What follows belongs to an exercise in optimizing a design on an open flow for small area; a production flow would make more cautious choices. In this exercise RTL edits were held to simulation tests only and were not proved equivalent to the original. No driver is modelled on the clock port, so clock power and skew are understated where the tree is cut down; a real chip needs a root buffer or a tree.

== try-willow ==
==> flow/design.v <==
module uart_tx
  #(parameter CLKS_PER_BIT = 10417)
  (
   input       Clk,
   input       Reset,
   input       Tx_Start,
   input [7:0] Tx_Byte,
   output      Tx_Active,
   output reg  Tx_Serial,
   output      Tx_Done
   );
  localparam [13:0] TERM = 14'h0e53;
  localparam [13:0] MASK = 14'h3d7f;
  reg        r_Active;
  reg [9:0]  r_Shift;
  reg [13:0] r_Count;
  reg        r_Done;
  reg [13:0] r_Done_Count;
  wire w_Tick      = ((r_Count & MASK) == (TERM & MASK));
  wire w_Last      = (r_Shift[9:1] == 9'd0);
  wire w_Run       = r_Active & ~w_Tick;
  wire w_Done_Tick = ((r_Done_Count & MASK) == (TERM & MASK));
  always @(posedge Clk)
    begin
      r_Count[13:1] <= r_Count[12:0] & {13{w_Run}};
      r_Count[0]    <= (w_Run & r_Count[13] & r_Count[12]) |
                       (w_Run & ~r_Count[13] & ~r_Count[12]);
      if (!r_Active)
        r_Shift <= {1'b1, Tx_Byte, 1'b0};
      else if (w_Tick)
        r_Shift <= {1'b0, r_Shift[9:1]};
      Tx_Serial <= Reset | ~r_Active | r_Shift[0];
      if (Reset)
        r_Active <= 1'b0;
      else if (!r_Active)
        r_Active <= Tx_Start;
      else if (w_Tick && w_Last)
        r_Active <= 1'b0;
      if (Reset)
        r_Done <= 1'b0;
      else if (r_Done)
        r_Done <= ~w_Done_Tick;
      else
        r_Done <= r_Active & w_Tick & w_Last;
      r_Done_Count <= {r_Done_Count[12:0],
                       (r_Done & r_Done_Count[13] & r_Done_Count[12]) |
                       (r_Done & ~r_Done_Count[13] & ~r_Done_Count[12])};
    end
  assign Tx_Active = r_Active;
  assign Tx_Done   = r_Done;
endmodule
module uart_rx
  #(parameter CLKS_PER_BIT = 10417)
  (
   input        Clk,
   input        Reset,
   input        Rx_Serial,
   output       Data_Valid,
   output [7:0] Rx_Byte
   );
  localparam [13:0] TERM = 14'h0e53;    
  localparam [13:0] MASK = 14'h3d7f;
  localparam [13:0] HALF = 14'h3a31;    
  localparam [1:0] IDLE  = 2'b00;
  localparam [1:0] START = 2'b01;
  localparam [1:0] FIRST = 2'b10;   
  localparam [1:0] DATA  = 2'b11;   
  reg        r_Rx_Data;
  reg [1:0]  r_State;
  reg [13:0] r_Count;
  reg [8:0]  r_Shift;
  reg        r_Data_Valid;
  reg [13:0] r_DV_Count;
  wire w_Data    = r_State[1];
  wire w_Sub     = r_State[0];
  wire w_Idle    = ~w_Data & ~w_Sub;
  wire w_Stop    = w_Data & w_Sub & r_Shift[0];
  wire w_Tick    = ((r_Count & MASK) == (TERM & MASK));
  wire w_DV_Tick = ((r_DV_Count & MASK) == (TERM & MASK));
  always @(posedge Clk)
    begin
      r_Rx_Data <= Reset | Rx_Serial;
      if (Reset)
        r_State <= IDLE;
      else if (w_Idle)
        r_State <= {1'b0, ~r_Rx_Data};
      else if (w_Tick)
        begin
          r_State[1] <= (~w_Data & ~r_Rx_Data) | (w_Data & ~w_Stop);
          r_State[0] <= w_Data & ~w_Stop;
        end
      if (w_Idle)
        r_Count[13:1] <= HALF[13:1];
      else if (w_Tick)
        r_Count[13:1] <= 13'd0;
      else
        r_Count[13:1] <= r_Count[12:0];
      r_Count[0] <= w_Idle |
                    (~w_Tick & r_Count[13] & r_Count[12]) |
                    (~w_Tick & ~r_Count[13] & ~r_Count[12]);
      if (w_Tick & w_Data & ~(w_Sub & r_Shift[0]))
        r_Shift <= {r_Rx_Data, ~w_Sub | r_Shift[8], r_Shift[7:1] & {7{w_Sub}}};
      if (Reset)
        r_Data_Valid <= 1'b0;
      else if (r_Data_Valid)
        r_Data_Valid <= ~w_DV_Tick;
      else
        r_Data_Valid <= w_Stop & w_Tick;
      r_DV_Count <= {r_DV_Count[12:0],
                     (r_Data_Valid & r_DV_Count[13] & r_DV_Count[12]) |
                     (r_Data_Valid & ~r_DV_Count[13] & ~r_DV_Count[12])};
    end
  assign Data_Valid = r_Data_Valid;
  assign Rx_Byte    = r_Shift[8:1];
endmodule
`timescale 1ns / 1ps
module uart_top
  #(parameter CLKS_PER_BIT = 10417)   
  (
   input        Clk,
   input        Reset,
   input        Tx_Start,
   input [7:0]  Tx_Byte,
   input        Rx_Serial,
   output       Tx_Active,
   output       Tx_Done,
   output       Tx_Serial,
   output       Data_Valid,
   output [7:0] Rx_Byte
   );
   uart_tx
     #(.CLKS_PER_BIT(CLKS_PER_BIT))
     u_tx (
       .Clk(Clk),
       .Reset(Reset),
       .Tx_Start(Tx_Start),
       .Tx_Byte(Tx_Byte),
       .Tx_Active(Tx_Active),
       .Tx_Serial(Tx_Serial),
       .Tx_Done(Tx_Done)
     );
   uart_rx
     #(.CLKS_PER_BIT(CLKS_PER_BIT))
     u_rx (
       .Clk(Clk),
       .Reset(Reset),
       .Rx_Serial(Rx_Serial),
       .Data_Valid(Data_Valid),
       .Rx_Byte(Rx_Byte)
     );
endmodule
==> flow/config.mk <==
export PLATFORM = sky130hd
export DESIGN_NAME = uart_top
export DESIGN_NICKNAME = uart_top
export VERILOG_FILES = /design/flow/design.v
export SDC_FILE = /design/flow/constraint.sdc
export NUM_CORES = 4
export LEC_CHECK = 0
export CAP_MARGIN = 20
export CORE_MARGIN = 2
export CORE_UTILIZATION = 40
export SLEW_MARGIN = 20
==> flow/constraint.sdc <==
create_clock -name core_clock -period 10.0 [get_ports {Clk}]
set_input_delay 2.0000 -clock core_clock [delete_from_list [all_inputs] [get_ports {Clk}]]
set_output_delay 2.0000 -clock core_clock [all_outputs]
set_load 0.01 [all_outputs]
standard.sh (not shown) runs the stock make flow with config.mk's settings and CLKGATE_MAP_FILE= SYNTH_SCRIPT=/design/flow/synth_recipe.tcl, a recipe that flattens the netlist after the stock synthesis.
==> flow/flow/run.sh <==
#!/bin/bash
# The standard ORFS flow (the standard.sh) with two changes:
#  - port buffers use the smallest buffer, buf_1, instead of ORFS's default
#  - the clock is distributed by flow/clkbuf.tcl (run as ORFS's PRE_CTS_TCL
#    hook) in place of ORFS's clock tree: CLK_GROUPS buffers, each driving a
#    group of neighbouring flip-flops, fed directly by the clock port
set -euo pipefail
HERE=$(pwd)
export BUFFER_PORTS_ARGS="-buffer_cell sky130_fd_sc_hd__buf_1"
export PRE_CTS_TCL=$HERE/flow/clkbuf.tcl
export CLK_GROUPS=3
export CLK_LEAF_BUF=sky130_fd_sc_hd__clkbuf_16
export CLK_ROOT_BUF=
export REMOVE_ABC_BUFFERS=1
export RECOVER_POWER=100
bash standard.sh finish > $HERE/standard.log 2>&1
Other scripts of this flow, unchanged in this note and not shown: flow/flow/clkbuf.tcl
Changes in try-quartz relative to try-willow:
==> flow/design.v, changed modules only <==
module uart_rx
  #(parameter CLKS_PER_BIT = 10417)
  (
   input        Clk,
   input        Reset,
   input        Rx_Serial,
   output       Data_Valid,
   output [7:0] Rx_Byte
   );
  localparam [13:0] TERM = 14'h0e53;    
  localparam [13:0] MASK = 14'h3d7f;
  localparam [13:0] HALF = 14'h3a31;    
  localparam [3:0] IDLE  = 4'b0000;
  localparam [3:0] START = 4'b0001;
  localparam [3:0] STOP  = 4'b0010;
  reg        r_Rx_Data;
  reg [3:0]  r_State;
  reg [13:0] r_Count;
  reg [7:0]  r_Rx_Byte;
  reg        r_Data_Valid;
  reg [13:0] r_DV_Count;
  wire w_Tick    = ((r_Count & MASK) == (TERM & MASK));
  wire w_DV_Tick = ((r_DV_Count & MASK) == (TERM & MASK));
  always @(posedge Clk)
    begin
      r_Rx_Data <= Reset | Rx_Serial;
      if (Reset)
        r_State <= IDLE;
      else if (r_State == IDLE)
        begin
          if (!r_Rx_Data)
            r_State <= START;
        end
      else if (w_Tick)
        begin
          if (r_State == START)
            r_State <= r_Rx_Data ? IDLE : 4'b1000;
          else if (r_State == STOP)
            r_State <= IDLE;
          else if (r_State == 4'b1111)
            r_State <= STOP;
          else
            case (r_State[2:0])
              3'd0: r_State <= 4'b1001;
              3'd1: r_State <= 4'b1010;
              3'd2: r_State <= 4'b1011;
              3'd3: r_State <= 4'b1100;
              3'd4: r_State <= 4'b1101;
              3'd5: r_State <= 4'b1110;
              default: r_State <= 4'b1111;
            endcase
        end
      if (r_State == IDLE)
        r_Count[13:1] <= HALF[13:1];
      else if (w_Tick)
        r_Count[13:1] <= 13'd0;
      else
        r_Count[13:1] <= r_Count[12:0];
      r_Count[0] <= (r_State == IDLE) |
                    (~w_Tick & r_Count[13] & r_Count[12]) |
                    (~w_Tick & ~r_Count[13] & ~r_Count[12]);
      if (r_State[3] && w_Tick)
        r_Rx_Byte <= {r_Rx_Data, r_Rx_Byte[7:1]};
      if (Reset)
        r_Data_Valid <= 1'b0;
      else if (r_Data_Valid)
        r_Data_Valid <= ~w_DV_Tick;
      else
        r_Data_Valid <= (r_State == STOP) & w_Tick;
      r_DV_Count <= {r_DV_Count[12:0],
                     (r_Data_Valid & r_DV_Count[13] & r_DV_Count[12]) |
                     (r_Data_Valid & ~r_DV_Count[13] & ~r_DV_Count[12])};
    end
  assign Data_Valid = r_Data_Valid;
  assign Rx_Byte    = r_Rx_Byte;
endmodule
==> notes.md <==
Against try-willow, try-quartz reports a wire length that is lower.
Between try-willow and try-quartz, the flow reports mean post-synth cell area increasing slightly.
Diff try-willow -> try-quartz: non-clock inverter total of the final layout now sits higher, sequential share of layout area now sits at about the same level, via count of the first global-routing pass now sits lower.
Via count, try-willow and try-quartz: lower on try-quartz
For global routing usage on met3, try-willow and try-quartz come out practically identical.
First-pass GRT wire length delta for try-quartz relative to try-willow: about 3.4% lower
On global-route usage over all layers, try-willow tracks try-quartz almost exactly.
Higher peak clock frequency supported by timing among try-willow and try-quartz: try-quartz
No run of this note takes its clock network from TritonCTS; it comes from the design's own scripts or RTL.

-- re-timing with driven ports --
In the flow no input, the clock included, has a driving cell. The finished layouts below were timed again as built, in two steps. Step 1 sets driving cells, clkbuf_16 on the clock port and buf_2 on the other inputs (assumed; they add their load-dependent delay and slew). Step 2 also shifts input and output timing later by t, the mid clock arrival at the registers, as if the neighbouring blocks saw the same clock. Slacks: ideal ports / drivers / drivers and shift; pairs: ideal ports / drivers.
run | t (ns) | slack for setup (ns) | worst setup path after step 2
try-willow | 0.215 | 7.024 / 6.964 / 7.179 | register to output
try-quartz | 0.218 | 7.157 / 7.099 / 7.170 | input to register
After both steps every run listed still meets setup and hold.
